From an optimization exercise on the open Yosys and OpenROAD flow, aimed at small area; shortcuts taken in it are not production practice. Only simulation tests tie the RTL to the original design; equivalence was not proved.

==> flow/design.v, too long to show whole: its modules and the start of the top module <==
// module synth_engine: 1123 lines
module synth_engine(
    input clk,
    input rst_n,
    input audio_sync,
    input [4:0] out_gain,
    output [10:0] reg_addr,
    input [31:0] reg_rdata,
    output [10:0] ph_raddr,
    input [23:0] ph_rdata,
    output [10:0] ph_waddr,
    output [23:0] ph_wdata,
    output ph_we,
    output [15:0] out_data,
    output out_valid
    );
  // ...
==> flow/run.sh <==
#!/bin/bash
# synth_recipe.tcl (not shown) runs the flow's synth.tcl, then flattens the netlist and writes it again
# the make line also repeats each setting of config.mk as NAME=value (left out here)
make -C /OpenROAD-flow-scripts/flow DESIGN_CONFIG=/design/flow/config.mk WORK_HOME=/design/flow/orfs CLKGATE_MAP_FILE= SYNTH_SCRIPT=/design/flow/synth_recipe.tcl finish
==> flow/config.mk <==
export PLATFORM = sky130hd
export DESIGN_NAME = synth_engine
export DESIGN_NICKNAME = synth_engine
export VERILOG_FILES = /design/flow/design.v
export SDC_FILE = /design/flow/constraint.sdc
export NUM_CORES = 4
export LEC_CHECK = 0
export CAP_MARGIN = 0
export CORE_MARGIN = 2
export CORE_UTILIZATION = 72
export CTS_CLUSTER_DIAMETER = 70
export CTS_CLUSTER_SIZE = 35
export SLEW_MARGIN = 0
==> flow/constraint.sdc <==
create_clock -name core_clock -period 10.0 [get_ports {clk}]
set_input_delay 2.0000 -clock core_clock [delete_from_list [all_inputs] [get_ports {clk}]]
set_output_delay 2.0000 -clock core_clock [all_outputs]
set_load 0.01 [all_outputs]
==> impl_metrics.ini, run 1 <==
[run_status]
status = timing/DRC/antenna clean

[layout]
nNetsFinal = 6064
seqCellArea_sq_um = 8617
final_common_cell = ha_1
final_util_pct = 78.96
signal_buffers = 214
bufAreaShareNonClock_pct = 4.077

[setup_path]
r2r_slack_ns = 0.68
critical_path_buf_inv_count = 3
cp.depth = 40
r2r_start = pn1_q2[8]
crit_path_max_incr_delay_ns = 0.50

[synth]
synth_most_common_cell = ha_1
syn_nets = 5995
ys_ff_latch = 425
async_reset_ff_share_pct = 0
synth_top_flop_cell = dfxtp_1
synth.cells.most_frequent = ha_1 (505), inv_1 (481), dfxtp_1 (415)
yosysSeqAreaShare_pct = 19.51
yosysTopAreaCell = dfxtp_1

[routing]
drtAntennaViolNets = 0
topRoutingLayerUsed = met4

[global_route]
grt_usage_pct = 34.17
busiest_layer = met2
grt_pass1_wl_um = 178300

[min_path]
holdPathEnd = g_q6[2]
hp-class = flop to flop

[placement]
routabilityCongestion = 0.9793

[sta]
hold_viol = 0
slew_violations = 0
finClkSkew_ns = 0.02642
setup_tns_ns = 0

[floorplanning]
die_w_um = 251.5
taps = 782
pin_count = 139

[clock_network]
clk_path_buf_depth = 3
clkLatencyLatePin_ns = 0.62
==> inputs of run 2 (changes only) <==
--- a/flow/design.v
+++ b/flow/design.v
@@ -54,71 +54,59 @@
 reg pos_2_q3;
 reg pos_2_q4;
 reg pos_1_q3;
 reg pos_1_q4;
 reg pos_0_q3;
 reg pos_0_q4;
 reg pos_6_q4;
 reg pos_7_q4;
-reg signed [19:0] x_8_q5;
-reg signed [19:0] y_8_q5;
 reg pos_8_q4;
-reg pos_8_q5;
+reg signed [19:0] x_9_q5;
+reg signed [19:0] y_9_q5;
 reg pos_9_q5;
 reg pos_10_q5;
-reg signed [19:0] x_11_q6;
-reg signed [19:0] y_11_q6;
 reg pos_11_q5;
-reg pos_11_q6;
+reg signed [19:0] x_12_q6;
+reg signed [19:0] y_12_q6;
 reg pos_12_q5;
 reg pos_12_q6;
-reg signed [19:0] x_13_q7;
-reg signed [19:0] y_13_q7;
 reg pos_13_q5;
 reg pos_13_q6;
-reg pos_13_q7;
 reg pos_14_q5;
 reg pos_14_q6;
-reg pos_14_q7;
 reg pos_15_q5;
 reg pos_15_q6;
-reg pos_15_q7;
-reg signed [15:0] sin_m_q8;
+reg signed [15:0] sin_m_q7;
 reg flip_q3;
 reg flip_q4;
 reg flip_q5;
 reg flip_q6;
 reg flip_q7;
-reg flip_q8;
 reg [13:0] g_q2;
 reg [13:0] g_q3;
 reg [13:0] g_q4;
 reg [13:0] g_q5;
 reg [13:0] g_q6;
 reg [13:0] g_q7;
-reg [13:0] g_q8;
 reg v_q3;
 reg v_q4;
 reg v_q5;
 reg v_q6;
 reg v_q7;
-reg v_q8;
 reg first_q3;
 reg first_q4;
 reg first_q5;
 reg first_q6;
 reg first_q7;
-reg first_q8;
 reg last_q3;
 reg last_q4;
 reg last_q5;
 reg last_q6;
 reg last_q7;
-reg last_q8;
 always @(posedge clk) begin
     pn1_q2 <= pn1;
     z_5_q3 <= z_5;
     z_9_q4 <= z_9;
     pos_5_q4 <= pos_5;
     pos_4_q3 <= pos_4;
     pos_4_q4 <= pos_4_q3;
     pos_3_q3 <= pos_3;
@@ -126,93 +114,78 @@
     pos_2_q3 <= pos_2;
     pos_2_q4 <= pos_2_q3;
     pos_1_q3 <= pos_1;
     pos_1_q4 <= pos_1_q3;
     pos_0_q3 <= pos_0;
     pos_0_q4 <= pos_0_q3;
     pos_6_q4 <= pos_6;
     pos_7_q4 <= pos_7;
-    x_8_q5 <= x_8;
-    y_8_q5 <= y_8;
     pos_8_q4 <= pos_8;
-    pos_8_q5 <= pos_8_q4;
+    x_9_q5 <= x_9;
+    y_9_q5 <= y_9;
     pos_9_q5 <= pos_9;
     pos_10_q5 <= pos_10;
-    x_11_q6 <= x_11;
-    y_11_q6 <= y_11;
     pos_11_q5 <= pos_11;
-    pos_11_q6 <= pos_11_q5;
+    x_12_q6 <= x_12;
+    y_12_q6 <= y_12;
     pos_12_q5 <= pos_12;
     pos_12_q6 <= pos_12_q5;
-    x_13_q7 <= x_13;
-    y_13_q7 <= y_13;
     pos_13_q5 <= pos_13;
     pos_13_q6 <= pos_13_q5;
-    pos_13_q7 <= pos_13_q6;
     pos_14_q5 <= pos_14;
     pos_14_q6 <= pos_14_q5;
-    pos_14_q7 <= pos_14_q6;
     pos_15_q5 <= pos_15;
     pos_15_q6 <= pos_15_q5;
-    pos_15_q7 <= pos_15_q6;
-    sin_m_q8 <= sin_m;
+    sin_m_q7 <= sin_m;
     flip_q3 <= flip;
     flip_q4 <= flip_q3;
     flip_q5 <= flip_q4;
     flip_q6 <= flip_q5;
     flip_q7 <= flip_q6;
-    flip_q8 <= flip_q7;
     g_q2 <= g;
     g_q3 <= g_q2;
     g_q4 <= g_q3;
     g_q5 <= g_q4;
     g_q6 <= g_q5;
     g_q7 <= g_q6;
-    g_q8 <= g_q7;
     if (!rst_n) begin
         v_q2 <= 1'b0;
         v_q3 <= 1'b0;
         v_q4 <= 1'b0;
         v_q5 <= 1'b0;
         v_q6 <= 1'b0;
         v_q7 <= 1'b0;
-        v_q8 <= 1'b0;
         first_q3 <= 1'b0;
         first_q4 <= 1'b0;
         first_q5 <= 1'b0;
         first_q6 <= 1'b0;
         first_q7 <= 1'b0;
-        first_q8 <= 1'b0;
         last_q3 <= 1'b0;
         last_q4 <= 1'b0;
         last_q5 <= 1'b0;
         last_q6 <= 1'b0;
         last_q7 <= 1'b0;
-        last_q8 <= 1'b0;
     end else begin
         v_q2 <= v;
         v_q3 <= v_q2;
         v_q4 <= v_q3;
         v_q5 <= v_q4;
         v_q6 <= v_q5;
         v_q7 <= v_q6;
-        v_q8 <= v_q7;
         first_q3 <= first;
         first_q4 <= first_q3;
         first_q5 <= first_q4;
         first_q6 <= first_q5;
         first_q7 <= first_q6;
-        first_q8 <= first_q7;
         last_q3 <= last;
         last_q4 <= last_q3;
         last_q5 <= last_q4;
         last_q6 <= last_q5;
         last_q7 <= last_q6;
-        last_q8 <= last_q7;
     end
 end
 wire [13:0] g = reg_rdata[31:18];
 wire [17:0] f = reg_rdata[17:0];
 wire [19:0] u = {2'b00, f} + {1'b0, f, 1'b0};
 wire [25:0] u65 = {6'd0, u} + {u, 6'd0};
 wire [35:0] fx1 = {ph_rdata[21:0], 14'd0} + {1'b0, f, 17'd0} + {4'd0, u, 12'd0} - {10'd0, u65};
 wire [21:0] pn1 = fx1[35:14];
@@ -335,290 +308,290 @@
 wire signed [19:0] x_7 = x_6 + (ys_6 ^ {20{pos_6_q4}}) + {19'd0, pos_6_q4};
 wire signed [19:0] xs_6 = x_6 >>> 6;
 wire signed [19:0] y_7 = y_6 + (xs_6 ^ {20{~pos_6_q4}}) + {19'd0, ~pos_6_q4};
 wire signed [19:0] ys_7 = y_7 >>> 7;
 wire [18:0] xh_8 = x_7[19:1] + (ys_7[19:1] ^ {19{pos_7_q4}}) + {18'd0, pos_7_q4};
 wire signed [19:0] x_8 = {xh_8, 1'd0};
 wire signed [19:0] xs_7 = x_7 >>> 7;
 wire signed [19:0] y_8 = y_7 + (xs_7 ^ {20{~pos_7_q4}}) + {19'd0, ~pos_7_q4};
-wire signed [19:0] ys_8 = y_8_q5 >>> 8;
-wire [18:0] xh_9 = x_8_q5[19:1] + (ys_8[19:1] ^ {19{pos_8_q5}}) + {18'd0, pos_8_q5};
+wire signed [19:0] ys_8 = y_8 >>> 8;
+wire [18:0] xh_9 = x_8[19:1] + (ys_8[19:1] ^ {19{pos_8_q4}}) + {18'd0, pos_8_q4};
 wire signed [19:0] x_9 = {xh_9, 1'd0};
-wire signed [19:0] xs_8 = x_8_q5 >>> 8;
-wire signed [19:0] y_9 = y_8_q5 + (xs_8 ^ {20{~pos_8_q5}}) + {19'd0, ~pos_8_q5};
-wire signed [19:0] ys_9 = y_9 >>> 9;
-wire [16:0] xh_10 = x_9[19:3] + (ys_9[19:3] ^ {17{pos_9_q5}}) + {16'd0, pos_9_q5};
+wire signed [19:0] xs_8 = x_8 >>> 8;
+wire signed [19:0] y_9 = y_8 + (xs_8 ^ {20{~pos_8_q4}}) + {19'd0, ~pos_8_q4};
+wire signed [19:0] ys_9 = y_9_q5 >>> 9;
+wire [16:0] xh_10 = x_9_q5[19:3] + (ys_9[19:3] ^ {17{pos_9_q5}}) + {16'd0, pos_9_q5};
 wire signed [19:0] x_10 = {xh_10, 3'd0};
-wire signed [19:0] xs_9 = x_9 >>> 9;
-wire signed [19:0] y_10 = y_9 + (xs_9 ^ {20{~pos_9_q5}}) + {19'd0, ~pos_9_q5};
+wire signed [19:0] xs_9 = x_9_q5 >>> 9;
+wire signed [19:0] y_10 = y_9_q5 + (xs_9 ^ {20{~pos_9_q5}}) + {19'd0, ~pos_9_q5};
 wire signed [19:0] ys_10 = y_10 >>> 10;
 wire [15:0] xh_11 = x_10[19:4] + (ys_10[19:4] ^ {16{pos_10_q5}}) + {15'd0, pos_10_q5};
 wire signed [19:0] x_11 = {xh_11, 4'd0};
 wire signed [19:0] xs_10 = x_10 >>> 10;
 wire signed [19:0] y_11 = y_10 + (xs_10 ^ {20{~pos_10_q5}}) + {19'd0, ~pos_10_q5};
-wire signed [19:0] ys_11 = y_11_q6 >>> 11;
-wire [15:0] xh_12 = x_11_q6[19:4] + (ys_11[19:4] ^ {16{pos_11_q6}}) + {15'd0, pos_11_q6};
+wire signed [19:0] ys_11 = y_11 >>> 11;
+wire [15:0] xh_12 = x_11[19:4] + (ys_11[19:4] ^ {16{pos_11_q5}}) + {15'd0, pos_11_q5};
 wire signed [19:0] x_12 = {xh_12, 4'd0};
-wire signed [19:0] xs_11 = x_11_q6 >>> 11;
-wire signed [19:0] y_12 = y_11_q6 + (xs_11 ^ {20{~pos_11_q6}}) + {19'd0, ~pos_11_q6};
-wire signed [19:0] ys_12 = y_12 >>> 12;
-wire [15:0] xh_13 = x_12[19:4] + (ys_12[19:4] ^ {16{pos_12_q6}}) + {15'd0, pos_12_q6};
+wire signed [19:0] xs_11 = x_11 >>> 11;
+wire signed [19:0] y_12 = y_11 + (xs_11 ^ {20{~pos_11_q5}}) + {19'd0, ~pos_11_q5};
+wire signed [19:0] ys_12 = y_12_q6 >>> 12;
+wire [15:0] xh_13 = x_12_q6[19:4] + (ys_12[19:4] ^ {16{pos_12_q6}}) + {15'd0, pos_12_q6};
 wire signed [19:0] x_13 = {xh_13, 4'd0};
-wire signed [19:0] xs_12 = x_12 >>> 12;
-wire signed [19:0] y_13 = y_12 + (xs_12 ^ {20{~pos_12_q6}}) + {19'd0, ~pos_12_q6};
-wire signed [19:0] ys_13 = y_13_q7 >>> 13;
-wire [15:0] xh_14 = x_13_q7[19:4] + (ys_13[19:4] ^ {16{pos_13_q7}}) + {15'd0, pos_13_q7};
+wire signed [19:0] xs_12 = x_12_q6 >>> 12;
+wire signed [19:0] y_13 = y_12_q6 + (xs_12 ^ {20{~pos_12_q6}}) + {19'd0, ~pos_12_q6};
+wire signed [19:0] ys_13 = y_13 >>> 13;
+wire [15:0] xh_14 = x_13[19:4] + (ys_13[19:4] ^ {16{pos_13_q6}}) + {15'd0, pos_13_q6};
 wire signed [19:0] x_14 = {xh_14, 4'd0};
-wire signed [19:0] xs_13 = x_13_q7 >>> 13;
+wire signed [19:0] xs_13 = x_13 >>> 13;
 wire signed [19:0] x_15 = x_14;
 wire signed [19:0] xs_14 = x_14 >>> 14;
 wire signed [19:0] xs_15 = x_15 >>> 15;
-wire signed [19:0] y_16 = y_13_q7 + (xs_13 ^ {20{~pos_13_q7}}) + (xs_14 ^ {20{~pos_14_q7}}) + (xs_15 ^ {20{~pos_15_q7}}) + {19'd0, ~pos_13_q7} + {19'd0, ~pos_14_q7} + {19'd0, ~pos_15_q7};
+wire signed [19:0] y_16 = y_13 + (xs_13 ^ {20{~pos_13_q6}}) + (xs_14 ^ {20{~pos_14_q6}}) + (xs_15 ^ {20{~pos_15_q6}}) + {19'd0, ~pos_13_q6} + {19'd0, ~pos_14_q6} + {19'd0, ~pos_15_q6};
 wire signed [15:0] sin_m = y_16[19:4];
-wire [40:0] macc_acc = first_q8 ? 41'd0 : sum;
-wire [15:0] msx = sin_m_q8 ^ {16{flip_q8}};
-wire mpp_0_0 = g_q8[0] & msx[0];
-wire mpp_0_1 = g_q8[0] & msx[1];
-wire mpp_0_2 = g_q8[0] & msx[2];
-wire mpp_0_3 = g_q8[0] & msx[3];
-wire mpp_0_4 = g_q8[0] & msx[4];
-wire mpp_0_5 = g_q8[0] & msx[5];
-wire mpp_0_6 = g_q8[0] & msx[6];
-wire mpp_0_7 = g_q8[0] & msx[7];
-wire mpp_0_8 = g_q8[0] & msx[8];
-wire mpp_0_9 = g_q8[0] & msx[9];
-wire mpp_0_10 = g_q8[0] & msx[10];
-wire mpp_0_11 = g_q8[0] & msx[11];
-wire mpp_0_12 = g_q8[0] & msx[12];
-wire mpp_0_13 = g_q8[0] & msx[13];
-wire mpp_0_14 = g_q8[0] & msx[14];
-wire mpp_0_15 = ~(g_q8[0] & msx[15]);
-wire mpp_1_0 = g_q8[1] & msx[0];
-wire mpp_1_1 = g_q8[1] & msx[1];
-wire mpp_1_2 = g_q8[1] & msx[2];
-wire mpp_1_3 = g_q8[1] & msx[3];
-wire mpp_1_4 = g_q8[1] & msx[4];
-wire mpp_1_5 = g_q8[1] & msx[5];
-wire mpp_1_6 = g_q8[1] & msx[6];
-wire mpp_1_7 = g_q8[1] & msx[7];
-wire mpp_1_8 = g_q8[1] & msx[8];
-wire mpp_1_9 = g_q8[1] & msx[9];
-wire mpp_1_10 = g_q8[1] & msx[10];
-wire mpp_1_11 = g_q8[1] & msx[11];
-wire mpp_1_12 = g_q8[1] & msx[12];
-wire mpp_1_13 = g_q8[1] & msx[13];
-wire mpp_1_14 = g_q8[1] & msx[14];
-wire mpp_1_15 = ~(g_q8[1] & msx[15]);
-wire mpp_2_0 = g_q8[2] & msx[0];
-wire mpp_2_1 = g_q8[2] & msx[1];
-wire mpp_2_2 = g_q8[2] & msx[2];
-wire mpp_2_3 = g_q8[2] & msx[3];
-wire mpp_2_4 = g_q8[2] & msx[4];
-wire mpp_2_5 = g_q8[2] & msx[5];
-wire mpp_2_6 = g_q8[2] & msx[6];
-wire mpp_2_7 = g_q8[2] & msx[7];
-wire mpp_2_8 = g_q8[2] & msx[8];
-wire mpp_2_9 = g_q8[2] & msx[9];
-wire mpp_2_10 = g_q8[2] & msx[10];
-wire mpp_2_11 = g_q8[2] & msx[11];
-wire mpp_2_12 = g_q8[2] & msx[12];
-wire mpp_2_13 = g_q8[2] & msx[13];
-wire mpp_2_14 = g_q8[2] & msx[14];
-wire mpp_2_15 = ~(g_q8[2] & msx[15]);
-wire mpp_3_0 = g_q8[3] & msx[0];
-wire mpp_3_1 = g_q8[3] & msx[1];
-wire mpp_3_2 = g_q8[3] & msx[2];
-wire mpp_3_3 = g_q8[3] & msx[3];
-wire mpp_3_4 = g_q8[3] & msx[4];
-wire mpp_3_5 = g_q8[3] & msx[5];
-wire mpp_3_6 = g_q8[3] & msx[6];
-wire mpp_3_7 = g_q8[3] & msx[7];
-wire mpp_3_8 = g_q8[3] & msx[8];
-wire mpp_3_9 = g_q8[3] & msx[9];
-wire mpp_3_10 = g_q8[3] & msx[10];
-wire mpp_3_11 = g_q8[3] & msx[11];
-wire mpp_3_12 = g_q8[3] & msx[12];
-wire mpp_3_13 = g_q8[3] & msx[13];
-wire mpp_3_14 = g_q8[3] & msx[14];
-wire mpp_3_15 = ~(g_q8[3] & msx[15]);
-wire mpp_4_0 = g_q8[4] & msx[0];
-wire mpp_4_1 = g_q8[4] & msx[1];
-wire mpp_4_2 = g_q8[4] & msx[2];
-wire mpp_4_3 = g_q8[4] & msx[3];
-wire mpp_4_4 = g_q8[4] & msx[4];
-wire mpp_4_5 = g_q8[4] & msx[5];
-wire mpp_4_6 = g_q8[4] & msx[6];
-wire mpp_4_7 = g_q8[4] & msx[7];
-wire mpp_4_8 = g_q8[4] & msx[8];
-wire mpp_4_9 = g_q8[4] & msx[9];
-wire mpp_4_10 = g_q8[4] & msx[10];
-wire mpp_4_11 = g_q8[4] & msx[11];
-wire mpp_4_12 = g_q8[4] & msx[12];
-wire mpp_4_13 = g_q8[4] & msx[13];
-wire mpp_4_14 = g_q8[4] & msx[14];
-wire mpp_4_15 = ~(g_q8[4] & msx[15]);
-wire mpp_5_0 = g_q8[5] & msx[0];
-wire mpp_5_1 = g_q8[5] & msx[1];
-wire mpp_5_2 = g_q8[5] & msx[2];
-wire mpp_5_3 = g_q8[5] & msx[3];
-wire mpp_5_4 = g_q8[5] & msx[4];
-wire mpp_5_5 = g_q8[5] & msx[5];
-wire mpp_5_6 = g_q8[5] & msx[6];
-wire mpp_5_7 = g_q8[5] & msx[7];
-wire mpp_5_8 = g_q8[5] & msx[8];
-wire mpp_5_9 = g_q8[5] & msx[9];
-wire mpp_5_10 = g_q8[5] & msx[10];
-wire mpp_5_11 = g_q8[5] & msx[11];
-wire mpp_5_12 = g_q8[5] & msx[12];
-wire mpp_5_13 = g_q8[5] & msx[13];
-wire mpp_5_14 = g_q8[5] & msx[14];
-wire mpp_5_15 = ~(g_q8[5] & msx[15]);
-wire mpp_6_0 = g_q8[6] & msx[0];
-wire mpp_6_1 = g_q8[6] & msx[1];
-wire mpp_6_2 = g_q8[6] & msx[2];
-wire mpp_6_3 = g_q8[6] & msx[3];
-wire mpp_6_4 = g_q8[6] & msx[4];
-wire mpp_6_5 = g_q8[6] & msx[5];
-wire mpp_6_6 = g_q8[6] & msx[6];
-wire mpp_6_7 = g_q8[6] & msx[7];
-wire mpp_6_8 = g_q8[6] & msx[8];
-wire mpp_6_9 = g_q8[6] & msx[9];
-wire mpp_6_10 = g_q8[6] & msx[10];
-wire mpp_6_11 = g_q8[6] & msx[11];
-wire mpp_6_12 = g_q8[6] & msx[12];
-wire mpp_6_13 = g_q8[6] & msx[13];
-wire mpp_6_14 = g_q8[6] & msx[14];
-wire mpp_6_15 = ~(g_q8[6] & msx[15]);
-wire mpp_7_0 = g_q8[7] & msx[0];
-wire mpp_7_1 = g_q8[7] & msx[1];
-wire mpp_7_2 = g_q8[7] & msx[2];
-wire mpp_7_3 = g_q8[7] & msx[3];
-wire mpp_7_4 = g_q8[7] & msx[4];
-wire mpp_7_5 = g_q8[7] & msx[5];
-wire mpp_7_6 = g_q8[7] & msx[6];
-wire mpp_7_7 = g_q8[7] & msx[7];
-wire mpp_7_8 = g_q8[7] & msx[8];
-wire mpp_7_9 = g_q8[7] & msx[9];
-wire mpp_7_10 = g_q8[7] & msx[10];
-wire mpp_7_11 = g_q8[7] & msx[11];
-wire mpp_7_12 = g_q8[7] & msx[12];
-wire mpp_7_13 = g_q8[7] & msx[13];
-wire mpp_7_14 = g_q8[7] & msx[14];
-wire mpp_7_15 = ~(g_q8[7] & msx[15]);
-wire mpp_8_0 = g_q8[8] & msx[0];
-wire mpp_8_1 = g_q8[8] & msx[1];
-wire mpp_8_2 = g_q8[8] & msx[2];
-wire mpp_8_3 = g_q8[8] & msx[3];
-wire mpp_8_4 = g_q8[8] & msx[4];
-wire mpp_8_5 = g_q8[8] & msx[5];
-wire mpp_8_6 = g_q8[8] & msx[6];
-wire mpp_8_7 = g_q8[8] & msx[7];
-wire mpp_8_8 = g_q8[8] & msx[8];
-wire mpp_8_9 = g_q8[8] & msx[9];
-wire mpp_8_10 = g_q8[8] & msx[10];
-wire mpp_8_11 = g_q8[8] & msx[11];
-wire mpp_8_12 = g_q8[8] & msx[12];
-wire mpp_8_13 = g_q8[8] & msx[13];
-wire mpp_8_14 = g_q8[8] & msx[14];
-wire mpp_8_15 = ~(g_q8[8] & msx[15]);
-wire mpp_9_0 = g_q8[9] & msx[0];
-wire mpp_9_1 = g_q8[9] & msx[1];
-wire mpp_9_2 = g_q8[9] & msx[2];
-wire mpp_9_3 = g_q8[9] & msx[3];
-wire mpp_9_4 = g_q8[9] & msx[4];
-wire mpp_9_5 = g_q8[9] & msx[5];
-wire mpp_9_6 = g_q8[9] & msx[6];
-wire mpp_9_7 = g_q8[9] & msx[7];
-wire mpp_9_8 = g_q8[9] & msx[8];
-wire mpp_9_9 = g_q8[9] & msx[9];
-wire mpp_9_10 = g_q8[9] & msx[10];
-wire mpp_9_11 = g_q8[9] & msx[11];
-wire mpp_9_12 = g_q8[9] & msx[12];
-wire mpp_9_13 = g_q8[9] & msx[13];
-wire mpp_9_14 = g_q8[9] & msx[14];
-wire mpp_9_15 = ~(g_q8[9] & msx[15]);
-wire mpp_10_0 = g_q8[10] & msx[0];
-wire mpp_10_1 = g_q8[10] & msx[1];
-wire mpp_10_2 = g_q8[10] & msx[2];
-wire mpp_10_3 = g_q8[10] & msx[3];
-wire mpp_10_4 = g_q8[10] & msx[4];
-wire mpp_10_5 = g_q8[10] & msx[5];
-wire mpp_10_6 = g_q8[10] & msx[6];
-wire mpp_10_7 = g_q8[10] & msx[7];
-wire mpp_10_8 = g_q8[10] & msx[8];
-wire mpp_10_9 = g_q8[10] & msx[9];
-wire mpp_10_10 = g_q8[10] & msx[10];
-wire mpp_10_11 = g_q8[10] & msx[11];
-wire mpp_10_12 = g_q8[10] & msx[12];
-wire mpp_10_13 = g_q8[10] & msx[13];
-wire mpp_10_14 = g_q8[10] & msx[14];
-wire mpp_10_15 = ~(g_q8[10] & msx[15]);
-wire mpp_11_0 = g_q8[11] & msx[0];
-wire mpp_11_1 = g_q8[11] & msx[1];
-wire mpp_11_2 = g_q8[11] & msx[2];
-wire mpp_11_3 = g_q8[11] & msx[3];
-wire mpp_11_4 = g_q8[11] & msx[4];
-wire mpp_11_5 = g_q8[11] & msx[5];
-wire mpp_11_6 = g_q8[11] & msx[6];
-wire mpp_11_7 = g_q8[11] & msx[7];
-wire mpp_11_8 = g_q8[11] & msx[8];
-wire mpp_11_9 = g_q8[11] & msx[9];
-wire mpp_11_10 = g_q8[11] & msx[10];
-wire mpp_11_11 = g_q8[11] & msx[11];
-wire mpp_11_12 = g_q8[11] & msx[12];
-wire mpp_11_13 = g_q8[11] & msx[13];
-wire mpp_11_14 = g_q8[11] & msx[14];
-wire mpp_11_15 = ~(g_q8[11] & msx[15]);
-wire mpp_12_0 = g_q8[12] & msx[0];
-wire mpp_12_1 = g_q8[12] & msx[1];
-wire mpp_12_2 = g_q8[12] & msx[2];
-wire mpp_12_3 = g_q8[12] & msx[3];
-wire mpp_12_4 = g_q8[12] & msx[4];
-wire mpp_12_5 = g_q8[12] & msx[5];
-wire mpp_12_6 = g_q8[12] & msx[6];
-wire mpp_12_7 = g_q8[12] & msx[7];
-wire mpp_12_8 = g_q8[12] & msx[8];
-wire mpp_12_9 = g_q8[12] & msx[9];
-wire mpp_12_10 = g_q8[12] & msx[10];
-wire mpp_12_11 = g_q8[12] & msx[11];
-wire mpp_12_12 = g_q8[12] & msx[12];
-wire mpp_12_13 = g_q8[12] & msx[13];
-wire mpp_12_14 = g_q8[12] & msx[14];
-wire mpp_12_15 = ~(g_q8[12] & msx[15]);
-wire mpp_13_0 = g_q8[13] & msx[0];
-wire mpp_13_1 = g_q8[13] & msx[1];
-wire mpp_13_2 = g_q8[13] & msx[2];
-wire mpp_13_3 = g_q8[13] & msx[3];
-wire mpp_13_4 = g_q8[13] & msx[4];
-wire mpp_13_5 = g_q8[13] & msx[5];
-wire mpp_13_6 = g_q8[13] & msx[6];
-wire mpp_13_7 = g_q8[13] & msx[7];
-wire mpp_13_8 = g_q8[13] & msx[8];
-wire mpp_13_9 = g_q8[13] & msx[9];
-wire mpp_13_10 = g_q8[13] & msx[10];
-wire mpp_13_11 = g_q8[13] & msx[11];
-wire mpp_13_12 = g_q8[13] & msx[12];
-wire mpp_13_13 = g_q8[13] & msx[13];
-wire mpp_13_14 = g_q8[13] & msx[14];
-wire mpp_13_15 = ~(g_q8[13] & msx[15]);
-wire mgf_0 = g_q8[0] & flip_q8;
-wire mgf_1 = g_q8[1] & flip_q8;
-wire mgf_2 = g_q8[2] & flip_q8;
-wire mgf_3 = g_q8[3] & flip_q8;
-wire mgf_4 = g_q8[4] & flip_q8;
-wire mgf_5 = g_q8[5] & flip_q8;
-wire mgf_6 = g_q8[6] & flip_q8;
-wire mgf_7 = g_q8[7] & flip_q8;
-wire mgf_8 = g_q8[8] & flip_q8;
-wire mgf_9 = g_q8[9] & flip_q8;
-wire mgf_10 = g_q8[10] & flip_q8;
-wire mgf_11 = g_q8[11] & flip_q8;
-wire mgf_12 = g_q8[12] & flip_q8;
-wire mgf_13 = g_q8[13] & flip_q8;
+wire [40:0] macc_acc = first_q7 ? 41'd0 : sum;
+wire [15:0] msx = sin_m_q7 ^ {16{flip_q7}};
+wire mpp_0_0 = g_q7[0] & msx[0];
+wire mpp_0_1 = g_q7[0] & msx[1];
+wire mpp_0_2 = g_q7[0] & msx[2];
+wire mpp_0_3 = g_q7[0] & msx[3];
+wire mpp_0_4 = g_q7[0] & msx[4];
+wire mpp_0_5 = g_q7[0] & msx[5];
+wire mpp_0_6 = g_q7[0] & msx[6];
+wire mpp_0_7 = g_q7[0] & msx[7];
+wire mpp_0_8 = g_q7[0] & msx[8];
+wire mpp_0_9 = g_q7[0] & msx[9];
+wire mpp_0_10 = g_q7[0] & msx[10];
+wire mpp_0_11 = g_q7[0] & msx[11];
+wire mpp_0_12 = g_q7[0] & msx[12];
+wire mpp_0_13 = g_q7[0] & msx[13];
+wire mpp_0_14 = g_q7[0] & msx[14];
+wire mpp_0_15 = ~(g_q7[0] & msx[15]);
+wire mpp_1_0 = g_q7[1] & msx[0];
+wire mpp_1_1 = g_q7[1] & msx[1];
+wire mpp_1_2 = g_q7[1] & msx[2];
+wire mpp_1_3 = g_q7[1] & msx[3];
+wire mpp_1_4 = g_q7[1] & msx[4];
+wire mpp_1_5 = g_q7[1] & msx[5];
+wire mpp_1_6 = g_q7[1] & msx[6];
+wire mpp_1_7 = g_q7[1] & msx[7];
+wire mpp_1_8 = g_q7[1] & msx[8];
+wire mpp_1_9 = g_q7[1] & msx[9];
+wire mpp_1_10 = g_q7[1] & msx[10];
+wire mpp_1_11 = g_q7[1] & msx[11];
+wire mpp_1_12 = g_q7[1] & msx[12];
+wire mpp_1_13 = g_q7[1] & msx[13];
+wire mpp_1_14 = g_q7[1] & msx[14];
+wire mpp_1_15 = ~(g_q7[1] & msx[15]);
+wire mpp_2_0 = g_q7[2] & msx[0];
+wire mpp_2_1 = g_q7[2] & msx[1];
+wire mpp_2_2 = g_q7[2] & msx[2];
+wire mpp_2_3 = g_q7[2] & msx[3];
+wire mpp_2_4 = g_q7[2] & msx[4];
+wire mpp_2_5 = g_q7[2] & msx[5];
+wire mpp_2_6 = g_q7[2] & msx[6];
+wire mpp_2_7 = g_q7[2] & msx[7];
+wire mpp_2_8 = g_q7[2] & msx[8];
+wire mpp_2_9 = g_q7[2] & msx[9];
+wire mpp_2_10 = g_q7[2] & msx[10];
+wire mpp_2_11 = g_q7[2] & msx[11];
+wire mpp_2_12 = g_q7[2] & msx[12];
+wire mpp_2_13 = g_q7[2] & msx[13];
+wire mpp_2_14 = g_q7[2] & msx[14];
+wire mpp_2_15 = ~(g_q7[2] & msx[15]);
+wire mpp_3_0 = g_q7[3] & msx[0];
+wire mpp_3_1 = g_q7[3] & msx[1];
+wire mpp_3_2 = g_q7[3] & msx[2];
+wire mpp_3_3 = g_q7[3] & msx[3];
+wire mpp_3_4 = g_q7[3] & msx[4];
+wire mpp_3_5 = g_q7[3] & msx[5];
+wire mpp_3_6 = g_q7[3] & msx[6];
+wire mpp_3_7 = g_q7[3] & msx[7];
+wire mpp_3_8 = g_q7[3] & msx[8];
+wire mpp_3_9 = g_q7[3] & msx[9];
+wire mpp_3_10 = g_q7[3] & msx[10];
+wire mpp_3_11 = g_q7[3] & msx[11];
+wire mpp_3_12 = g_q7[3] & msx[12];
+wire mpp_3_13 = g_q7[3] & msx[13];
+wire mpp_3_14 = g_q7[3] & msx[14];
+wire mpp_3_15 = ~(g_q7[3] & msx[15]);
+wire mpp_4_0 = g_q7[4] & msx[0];
+wire mpp_4_1 = g_q7[4] & msx[1];
+wire mpp_4_2 = g_q7[4] & msx[2];
+wire mpp_4_3 = g_q7[4] & msx[3];
+wire mpp_4_4 = g_q7[4] & msx[4];
+wire mpp_4_5 = g_q7[4] & msx[5];
+wire mpp_4_6 = g_q7[4] & msx[6];
+wire mpp_4_7 = g_q7[4] & msx[7];
+wire mpp_4_8 = g_q7[4] & msx[8];
+wire mpp_4_9 = g_q7[4] & msx[9];
+wire mpp_4_10 = g_q7[4] & msx[10];
+wire mpp_4_11 = g_q7[4] & msx[11];
+wire mpp_4_12 = g_q7[4] & msx[12];
+wire mpp_4_13 = g_q7[4] & msx[13];
+wire mpp_4_14 = g_q7[4] & msx[14];
+wire mpp_4_15 = ~(g_q7[4] & msx[15]);
+wire mpp_5_0 = g_q7[5] & msx[0];
+wire mpp_5_1 = g_q7[5] & msx[1];
+wire mpp_5_2 = g_q7[5] & msx[2];
+wire mpp_5_3 = g_q7[5] & msx[3];
+wire mpp_5_4 = g_q7[5] & msx[4];
+wire mpp_5_5 = g_q7[5] & msx[5];
+wire mpp_5_6 = g_q7[5] & msx[6];
+wire mpp_5_7 = g_q7[5] & msx[7];
+wire mpp_5_8 = g_q7[5] & msx[8];
+wire mpp_5_9 = g_q7[5] & msx[9];
+wire mpp_5_10 = g_q7[5] & msx[10];
+wire mpp_5_11 = g_q7[5] & msx[11];
+wire mpp_5_12 = g_q7[5] & msx[12];
+wire mpp_5_13 = g_q7[5] & msx[13];
+wire mpp_5_14 = g_q7[5] & msx[14];
+wire mpp_5_15 = ~(g_q7[5] & msx[15]);
+wire mpp_6_0 = g_q7[6] & msx[0];
+wire mpp_6_1 = g_q7[6] & msx[1];
+wire mpp_6_2 = g_q7[6] & msx[2];
+wire mpp_6_3 = g_q7[6] & msx[3];
+wire mpp_6_4 = g_q7[6] & msx[4];
+wire mpp_6_5 = g_q7[6] & msx[5];
+wire mpp_6_6 = g_q7[6] & msx[6];
+wire mpp_6_7 = g_q7[6] & msx[7];
+wire mpp_6_8 = g_q7[6] & msx[8];
+wire mpp_6_9 = g_q7[6] & msx[9];
+wire mpp_6_10 = g_q7[6] & msx[10];
+wire mpp_6_11 = g_q7[6] & msx[11];
+wire mpp_6_12 = g_q7[6] & msx[12];
+wire mpp_6_13 = g_q7[6] & msx[13];
+wire mpp_6_14 = g_q7[6] & msx[14];
+wire mpp_6_15 = ~(g_q7[6] & msx[15]);
+wire mpp_7_0 = g_q7[7] & msx[0];
+wire mpp_7_1 = g_q7[7] & msx[1];
+wire mpp_7_2 = g_q7[7] & msx[2];
+wire mpp_7_3 = g_q7[7] & msx[3];
+wire mpp_7_4 = g_q7[7] & msx[4];
+wire mpp_7_5 = g_q7[7] & msx[5];
+wire mpp_7_6 = g_q7[7] & msx[6];
+wire mpp_7_7 = g_q7[7] & msx[7];
+wire mpp_7_8 = g_q7[7] & msx[8];
+wire mpp_7_9 = g_q7[7] & msx[9];
+wire mpp_7_10 = g_q7[7] & msx[10];
+wire mpp_7_11 = g_q7[7] & msx[11];
+wire mpp_7_12 = g_q7[7] & msx[12];
+wire mpp_7_13 = g_q7[7] & msx[13];
+wire mpp_7_14 = g_q7[7] & msx[14];
+wire mpp_7_15 = ~(g_q7[7] & msx[15]);
+wire mpp_8_0 = g_q7[8] & msx[0];
+wire mpp_8_1 = g_q7[8] & msx[1];
+wire mpp_8_2 = g_q7[8] & msx[2];
+wire mpp_8_3 = g_q7[8] & msx[3];
+wire mpp_8_4 = g_q7[8] & msx[4];
+wire mpp_8_5 = g_q7[8] & msx[5];
+wire mpp_8_6 = g_q7[8] & msx[6];
+wire mpp_8_7 = g_q7[8] & msx[7];
+wire mpp_8_8 = g_q7[8] & msx[8];
+wire mpp_8_9 = g_q7[8] & msx[9];
+wire mpp_8_10 = g_q7[8] & msx[10];
+wire mpp_8_11 = g_q7[8] & msx[11];
+wire mpp_8_12 = g_q7[8] & msx[12];
+wire mpp_8_13 = g_q7[8] & msx[13];
+wire mpp_8_14 = g_q7[8] & msx[14];
+wire mpp_8_15 = ~(g_q7[8] & msx[15]);
+wire mpp_9_0 = g_q7[9] & msx[0];
+wire mpp_9_1 = g_q7[9] & msx[1];
+wire mpp_9_2 = g_q7[9] & msx[2];
+wire mpp_9_3 = g_q7[9] & msx[3];
+wire mpp_9_4 = g_q7[9] & msx[4];
+wire mpp_9_5 = g_q7[9] & msx[5];
+wire mpp_9_6 = g_q7[9] & msx[6];
+wire mpp_9_7 = g_q7[9] & msx[7];
+wire mpp_9_8 = g_q7[9] & msx[8];
+wire mpp_9_9 = g_q7[9] & msx[9];
+wire mpp_9_10 = g_q7[9] & msx[10];
+wire mpp_9_11 = g_q7[9] & msx[11];
+wire mpp_9_12 = g_q7[9] & msx[12];
+wire mpp_9_13 = g_q7[9] & msx[13];
+wire mpp_9_14 = g_q7[9] & msx[14];
+wire mpp_9_15 = ~(g_q7[9] & msx[15]);
+wire mpp_10_0 = g_q7[10] & msx[0];
+wire mpp_10_1 = g_q7[10] & msx[1];
+wire mpp_10_2 = g_q7[10] & msx[2];
+wire mpp_10_3 = g_q7[10] & msx[3];
+wire mpp_10_4 = g_q7[10] & msx[4];
+wire mpp_10_5 = g_q7[10] & msx[5];
+wire mpp_10_6 = g_q7[10] & msx[6];
+wire mpp_10_7 = g_q7[10] & msx[7];
+wire mpp_10_8 = g_q7[10] & msx[8];
+wire mpp_10_9 = g_q7[10] & msx[9];
+wire mpp_10_10 = g_q7[10] & msx[10];
+wire mpp_10_11 = g_q7[10] & msx[11];
+wire mpp_10_12 = g_q7[10] & msx[12];
+wire mpp_10_13 = g_q7[10] & msx[13];
+wire mpp_10_14 = g_q7[10] & msx[14];
+wire mpp_10_15 = ~(g_q7[10] & msx[15]);
+wire mpp_11_0 = g_q7[11] & msx[0];
+wire mpp_11_1 = g_q7[11] & msx[1];
+wire mpp_11_2 = g_q7[11] & msx[2];
+wire mpp_11_3 = g_q7[11] & msx[3];
+wire mpp_11_4 = g_q7[11] & msx[4];
+wire mpp_11_5 = g_q7[11] & msx[5];
+wire mpp_11_6 = g_q7[11] & msx[6];
+wire mpp_11_7 = g_q7[11] & msx[7];
+wire mpp_11_8 = g_q7[11] & msx[8];
+wire mpp_11_9 = g_q7[11] & msx[9];
+wire mpp_11_10 = g_q7[11] & msx[10];
+wire mpp_11_11 = g_q7[11] & msx[11];
+wire mpp_11_12 = g_q7[11] & msx[12];
+wire mpp_11_13 = g_q7[11] & msx[13];
+wire mpp_11_14 = g_q7[11] & msx[14];
+wire mpp_11_15 = ~(g_q7[11] & msx[15]);
+wire mpp_12_0 = g_q7[12] & msx[0];
+wire mpp_12_1 = g_q7[12] & msx[1];
+wire mpp_12_2 = g_q7[12] & msx[2];
+wire mpp_12_3 = g_q7[12] & msx[3];
+wire mpp_12_4 = g_q7[12] & msx[4];
+wire mpp_12_5 = g_q7[12] & msx[5];
+wire mpp_12_6 = g_q7[12] & msx[6];
+wire mpp_12_7 = g_q7[12] & msx[7];
+wire mpp_12_8 = g_q7[12] & msx[8];
+wire mpp_12_9 = g_q7[12] & msx[9];
+wire mpp_12_10 = g_q7[12] & msx[10];
+wire mpp_12_11 = g_q7[12] & msx[11];
+wire mpp_12_12 = g_q7[12] & msx[12];
+wire mpp_12_13 = g_q7[12] & msx[13];
+wire mpp_12_14 = g_q7[12] & msx[14];
+wire mpp_12_15 = ~(g_q7[12] & msx[15]);
+wire mpp_13_0 = g_q7[13] & msx[0];
+wire mpp_13_1 = g_q7[13] & msx[1];
+wire mpp_13_2 = g_q7[13] & msx[2];
+wire mpp_13_3 = g_q7[13] & msx[3];
+wire mpp_13_4 = g_q7[13] & msx[4];
+wire mpp_13_5 = g_q7[13] & msx[5];
+wire mpp_13_6 = g_q7[13] & msx[6];
+wire mpp_13_7 = g_q7[13] & msx[7];
+wire mpp_13_8 = g_q7[13] & msx[8];
+wire mpp_13_9 = g_q7[13] & msx[9];
+wire mpp_13_10 = g_q7[13] & msx[10];
+wire mpp_13_11 = g_q7[13] & msx[11];
+wire mpp_13_12 = g_q7[13] & msx[12];
+wire mpp_13_13 = g_q7[13] & msx[13];
+wire mpp_13_14 = g_q7[13] & msx[14];
+wire mpp_13_15 = ~(g_q7[13] & msx[15]);
+wire mgf_0 = g_q7[0] & flip_q7;
+wire mgf_1 = g_q7[1] & flip_q7;
+wire mgf_2 = g_q7[2] & flip_q7;
+wire mgf_3 = g_q7[3] & flip_q7;
+wire mgf_4 = g_q7[4] & flip_q7;
+wire mgf_5 = g_q7[5] & flip_q7;
+wire mgf_6 = g_q7[6] & flip_q7;
+wire mgf_7 = g_q7[7] & flip_q7;
+wire mgf_8 = g_q7[8] & flip_q7;
+wire mgf_9 = g_q7[9] & flip_q7;
+wire mgf_10 = g_q7[10] & flip_q7;
+wire mgf_11 = g_q7[11] & flip_q7;
+wire mgf_12 = g_q7[12] & flip_q7;
+wire mgf_13 = g_q7[13] & flip_q7;
 wire ma_1 = mpp_0_11 ^ mpp_1_10;
 wire ma_2 = mpp_0_11 & mpp_1_10;
 wire ma_3 = mpp_0_12 ^ mpp_1_11 ^ mpp_2_10;
 wire ma_4 = (mpp_0_12 & mpp_1_11) | (mpp_0_12 & mpp_2_10) | (mpp_1_11 & mpp_2_10);
 wire ma_5 = mpp_3_9 ^ mpp_4_8;
 wire ma_6 = mpp_3_9 & mpp_4_8;
 wire ma_7 = mpp_0_13 ^ mpp_1_12 ^ mpp_2_11;
 wire ma_8 = (mpp_0_13 & mpp_1_12) | (mpp_0_13 & mpp_2_11) | (mpp_1_12 & mpp_2_11);
@@ -1089,17 +1062,17 @@
 wire [40:0] macc_r0 = {ma_471, ma_469, ma_467, ma_465, ma_463, ma_461, ma_459, ma_457, ma_455, ma_453, ma_451, ma_449, ma_447, ma_445, ma_443, ma_441, ma_439, ma_437, ma_435, ma_433, ma_431, ma_429, ma_427, ma_425, ma_423, ma_421, ma_419, ma_417, ma_415, ma_413, ma_411, ma_409, ma_407, ma_405, ma_403, ma_401, ma_399, ma_397, ma_395, ma_393, ma_391};
 wire [40:0] macc_r1 = {ma_470, ma_468, ma_466, ma_464, ma_462, ma_460, ma_458, ma_456, ma_454, ma_452, ma_450, ma_448, ma_446, ma_444, ma_442, ma_440, ma_438, ma_436, ma_434, ma_432, ma_430, ma_428, ma_426, ma_424, ma_422, ma_420, ma_418, ma_416, ma_414, ma_412, ma_410, ma_408, ma_406, ma_404, ma_402, ma_400, ma_398, ma_396, ma_394, ma_392, macc_acc[0]};
 wire [40:0] macc = macc_r0 + macc_r1;
 reg signed [40:0] sum;
 reg out_v;
 always @(posedge clk) begin
     sum <= sum_next;
     if (!rst_n) out_v <= 1'b0;
-    else out_v <= last_q8;
+    else out_v <= last_q7;
 end
 wire [40:0] sum_next = macc;
 wire [30:0] osh1; wire [22:0] osh2; wire [18:0] osh3; wire [16:0] osh4; wire [15:0] osh5;
 genvar ok;
 generate
 for (ok = 0; ok < 31; ok = ok + 1) begin : osl1
     assign osh1[ok] = gain_out[4] ? sum[(ok + 16 > 40) ? 40 : ok + 16] : sum[ok];
 end
==> flow/config.mk (replaced) <==
export PLATFORM = sky130hd
export DESIGN_NAME = synth_engine
export DESIGN_NICKNAME = synth_engine
export VERILOG_FILES = /design/flow/design.v
export SDC_FILE = /design/flow/constraint.sdc
export NUM_CORES = 4
export LEC_CHECK = 0
export CAP_MARGIN = 0
export CORE_MARGIN = 2
export CORE_UTILIZATION = 65
export CTS_CLUSTER_DIAMETER = 80
export CTS_CLUSTER_SIZE = 30
export SLEW_MARGIN = 0
==> run 2 against run 1 <==
Effect of this change:
- still clean
- cell count grew 2.5%
- wire length shrank 2.0%
- count of clock-buffer cells in the layout shrank 2
- synthesized cell count grew 0.18%
- largest cell class unchanged
==> impl_metrics.ini, run 2 <==
[run_status]
status = timing/DRC/antenna clean

[layout]
nNetsFinal = 6140
top_regs = sum (41), pn1_q2 (22)
layout-drive-gt1-share_pct = 5.769
regMostFlops = sum
syn2layout_area_growth_pct = 9.389
final_common_cell = ha_1
diodes = 0
fillCellCount = 5386
largest_register_ffs = 41
stdcell_area_sq_um = 47220
layout_common_cells = ha_1 (507), inv_1 (500), xnor2_1 (402)
finalNonFillerCells = 6168

[sta]
setup_tns_ns = 0
setup_viol = 0
period_needed_ns = 9.448
maxSlewHeadroom_pct = 17.59
hold_viol = 0
fmax_ghz = 0.1058
post-route-period-util_pct = 94.48
rsz0062_at_grt = true
worst_slack_ns = 0.5524
slew_violations = 0
finClkSkew_ns = 0.03565
tightest_slew_ns = 1.225

[synth]
syn_nets = 6007
synth_area_leaders = dfxtp_1 (16%), ha_1 (15%), fa_1 (13%), xnor2_1 (8.3%), inv_1 (4.4%)
avgSynthCellArea_sq_um = 8.382
yosysTopAreaCell = dfxtp_1
synth_top_area_share_pct = 16.46
synth_xor_area_share_pct = 11.76
synth_top_family_by_area = adder cells
synth-compound-area-share_pct = 18.50
ys.warnings.count = 1
synthMuxAreaShare_pct = 2.226
synth_top_flop_cell = dfxtp_1
ys_ff_latch = 365
synth_edf_count = 10
synth_most_common_cell = ha_1
synth_area_sq_um = 43170
synth-simple-area-share_pct = 16.20
yosysSeqAreaShare_pct = 17.16
synthAdderAreaFrac_pct = 28.01
synth.cells.most_frequent = ha_1 (507), inv_1 (502), xnor2_1 (408)
syn_inst = 5150
ys_types = 112
async_reset_ff_share_pct = 0

[setup_path]
path_common_cell = a21oi_1
r2r_start = pn1_q2[8]
cpMaxStageDelayCell = clkdlybuf4s50_1
cp-startpoint = reg_rdata[1]
r2r-end = z_5_q3[13]
cp_top_family = compound AO/OA/AOI/OAI gates
r2r_cells = 37
cp_data_required_time_ns = 10.51
critical_path_buf_inv_count = 4
critPathCaptureType = flop
crit_path_max_incr_delay_ns = 0.48
r2r_slack_ns = 0.63
criticalPathCategory = input port to flop
cp_max_fo = 4
endpoint = pn1_q2[20]
arrival_ns = 9.96
cp.depth = 37
critPathLaunchType = input port

[clock_network]
cts.sinks = 365
clkLatencyLatePin_ns = 0.63
holdBufCountCts = 0
clk_path_buf_depth = 3
clk_pin_slew_ns = 0.10
htree_levels = 1
cts-buffers-inserted = 27
cts_tree = yes
cts_root_buffer = clkbuf_16

[global_route]
grt_max_degree = 94
grt_usage_pct = 31.20
grt_remaining_overflow = 0
first_global_vias = 35150
grt_pass1_wl_um = 175600
antenna_found_initial = 1

[floorplanning]
die_h_um = 261.7
row_count = 94
die_w_um = 261.7
initial_core_util_pct = 65.65
core_area_sq_um = 65750
pin_count = 139
die-area_sq_um = 68480

[placement]
place_ws_ns = -0.2814
dp_hpwl_um = 84300
placedCellCount = 6115
routabilityCongestion = 0.9546
place_area_sq_um = 45960
port_buffers = 136

[routing]
firstDrtPassIters = 8
drt_iter0_markers = 2875
avgViaCountPerCell = 5.904
routed_wl_um = 107200
drtAntennaViolNets = 0
num_vias = 36420
drt-wirelength-per-cell_um = 17.38
drc_errors = 0

[min_path]
hp-class = flop to flop

[job]
max_cap_viol_count = 0
-- run 2: cell types whose count changed in the layout (fill, tap and decap cells not counted), sizes merged, moves of 20 or more --
cell	previous run	this run
a21boi	26	50
nor2	346	366
nand2	313	333
nand3	89	115
inv	488	517
dfxtp	415	355
xor2	183	151
buf	78	145
a21o	140	120
-- run 2: worst min path at each step --
stage / to / cells past startpoint / startpoint / slack, ns
3_5_place_dp: g_q4[8] / 0 / g_q3[8] / 0.31
2_1_floorplan: flip_q4 / 0 / flip_q3 / 0.31
6_report: g_q3[8] / 0 / g_q2[8] / 0.33
5_1_grt: pos_13_q6 / 0 / pos_13_q5 / 0.34
4_1_cts: pos_13_q6 / 0 / pos_13_q5 / 0.33
3_3_place_gp: g_q3[10] / 0 / g_q2[10] / 0.31
-- run 2: cells by family (layout without fill, tap and decap cells) --
family	Yosys count	in the layout
and+or+nand+nor	1411	1411
AOI/OAI and AO/OA	1238	1238
DFF	365	365
adders and majority gates	795	795
muxes	86	86
buffers and inverters	688	842
xor gates and xnor gates	567	567
-- run 2: stage by stage --
step | util, % | hold slack, ns
CTS | 71.62 | 0.3333
finish | 71.82 | 0.3324
global placement | 69.91 | 0.3102
floorplan | - | 0.3096
global route | 71.82 | 0.3351
detailed placement | 69.91 | 0.3121
-- run 2: final cells by class --
class                      count  area (sq um)  share of cell area [%]
clock buffer                  28         679.4                   1.439
clock inverter                22         442.9                  0.9380
inverter                     511          1927                   4.081
multi-input combinational   4097         33220                   70.35
sequential                   365          7418                   15.71
tap                          864          1081                   2.289
timing repair buffer         281          2450                   5.188
-- run 2: timing repair --
action / 4_1_cts / 5_1_grt
buffers inserted: 0 / 3
setup endpoints to repair: 0 / 26
gates resized for setup: 0 / 31
-- run 2: routing by layer --
layer	global-route usage [%]	part of all wire (%)	vias to the layer above	routed length (um)
met1	40.65	43	17020	46120
li1	-	-	18000	-
met4	10.73	3.5	0	3712
met5	0	0	-	0
met3	3.588	5.9	269	6342
met2	53.66	48	1133	51010
-- run 2: worst reg2reg max path, delay by kind of cell, from the launching register on --
kind,cells,cell delay (ns)
compound gates,12,2.98
flops,1,0.40
buf+inv,6,0.88
simple gates,14,3.34
fa+ha+maj,5,1.63

[re-timing with driven ports]
Ports are ideal in the flow. The routed layouts listed here were re-timed in OpenROAD.
Step 1 sets driving cells, clkbuf_16 on the clock port and buf_2 on the other inputs (assumed; they add their load-dependent delay and slew).
Step 2 times the ports against the registers' clock, not the clock port: input delays grow and output delays shrink by t, the midpoint of the rising clock arrivals with the driver on.
a / b / c = no drivers / after step 1 / after step 2; a / b = the first two.
| run | t (ns) | setup slack, ns | hold slack, ns | worst register clock-pin slew, ns | worst slew at a driven data input, ns |
|---|---|---|---|---|---|
| run 1 | 0.681 | 0.624 / 0.662 / -0.019 | 0.301 / 0.301 / 0.301 | 0.12 / 0.12 | 0.07 |
| run 2 | 0.679 | 0.552 / 0.601 / -0.078 | 0.332 / 0.332 / 0.332 | 0.11 / 0.11 | 0.05 |
Met with ideal ports but missed after step 2: setup timing in run 1 and run 2. For run 1, which loses most, drivers alone change the setup slack by +0.038 ns; drivers and shift together by -0.643 ns.
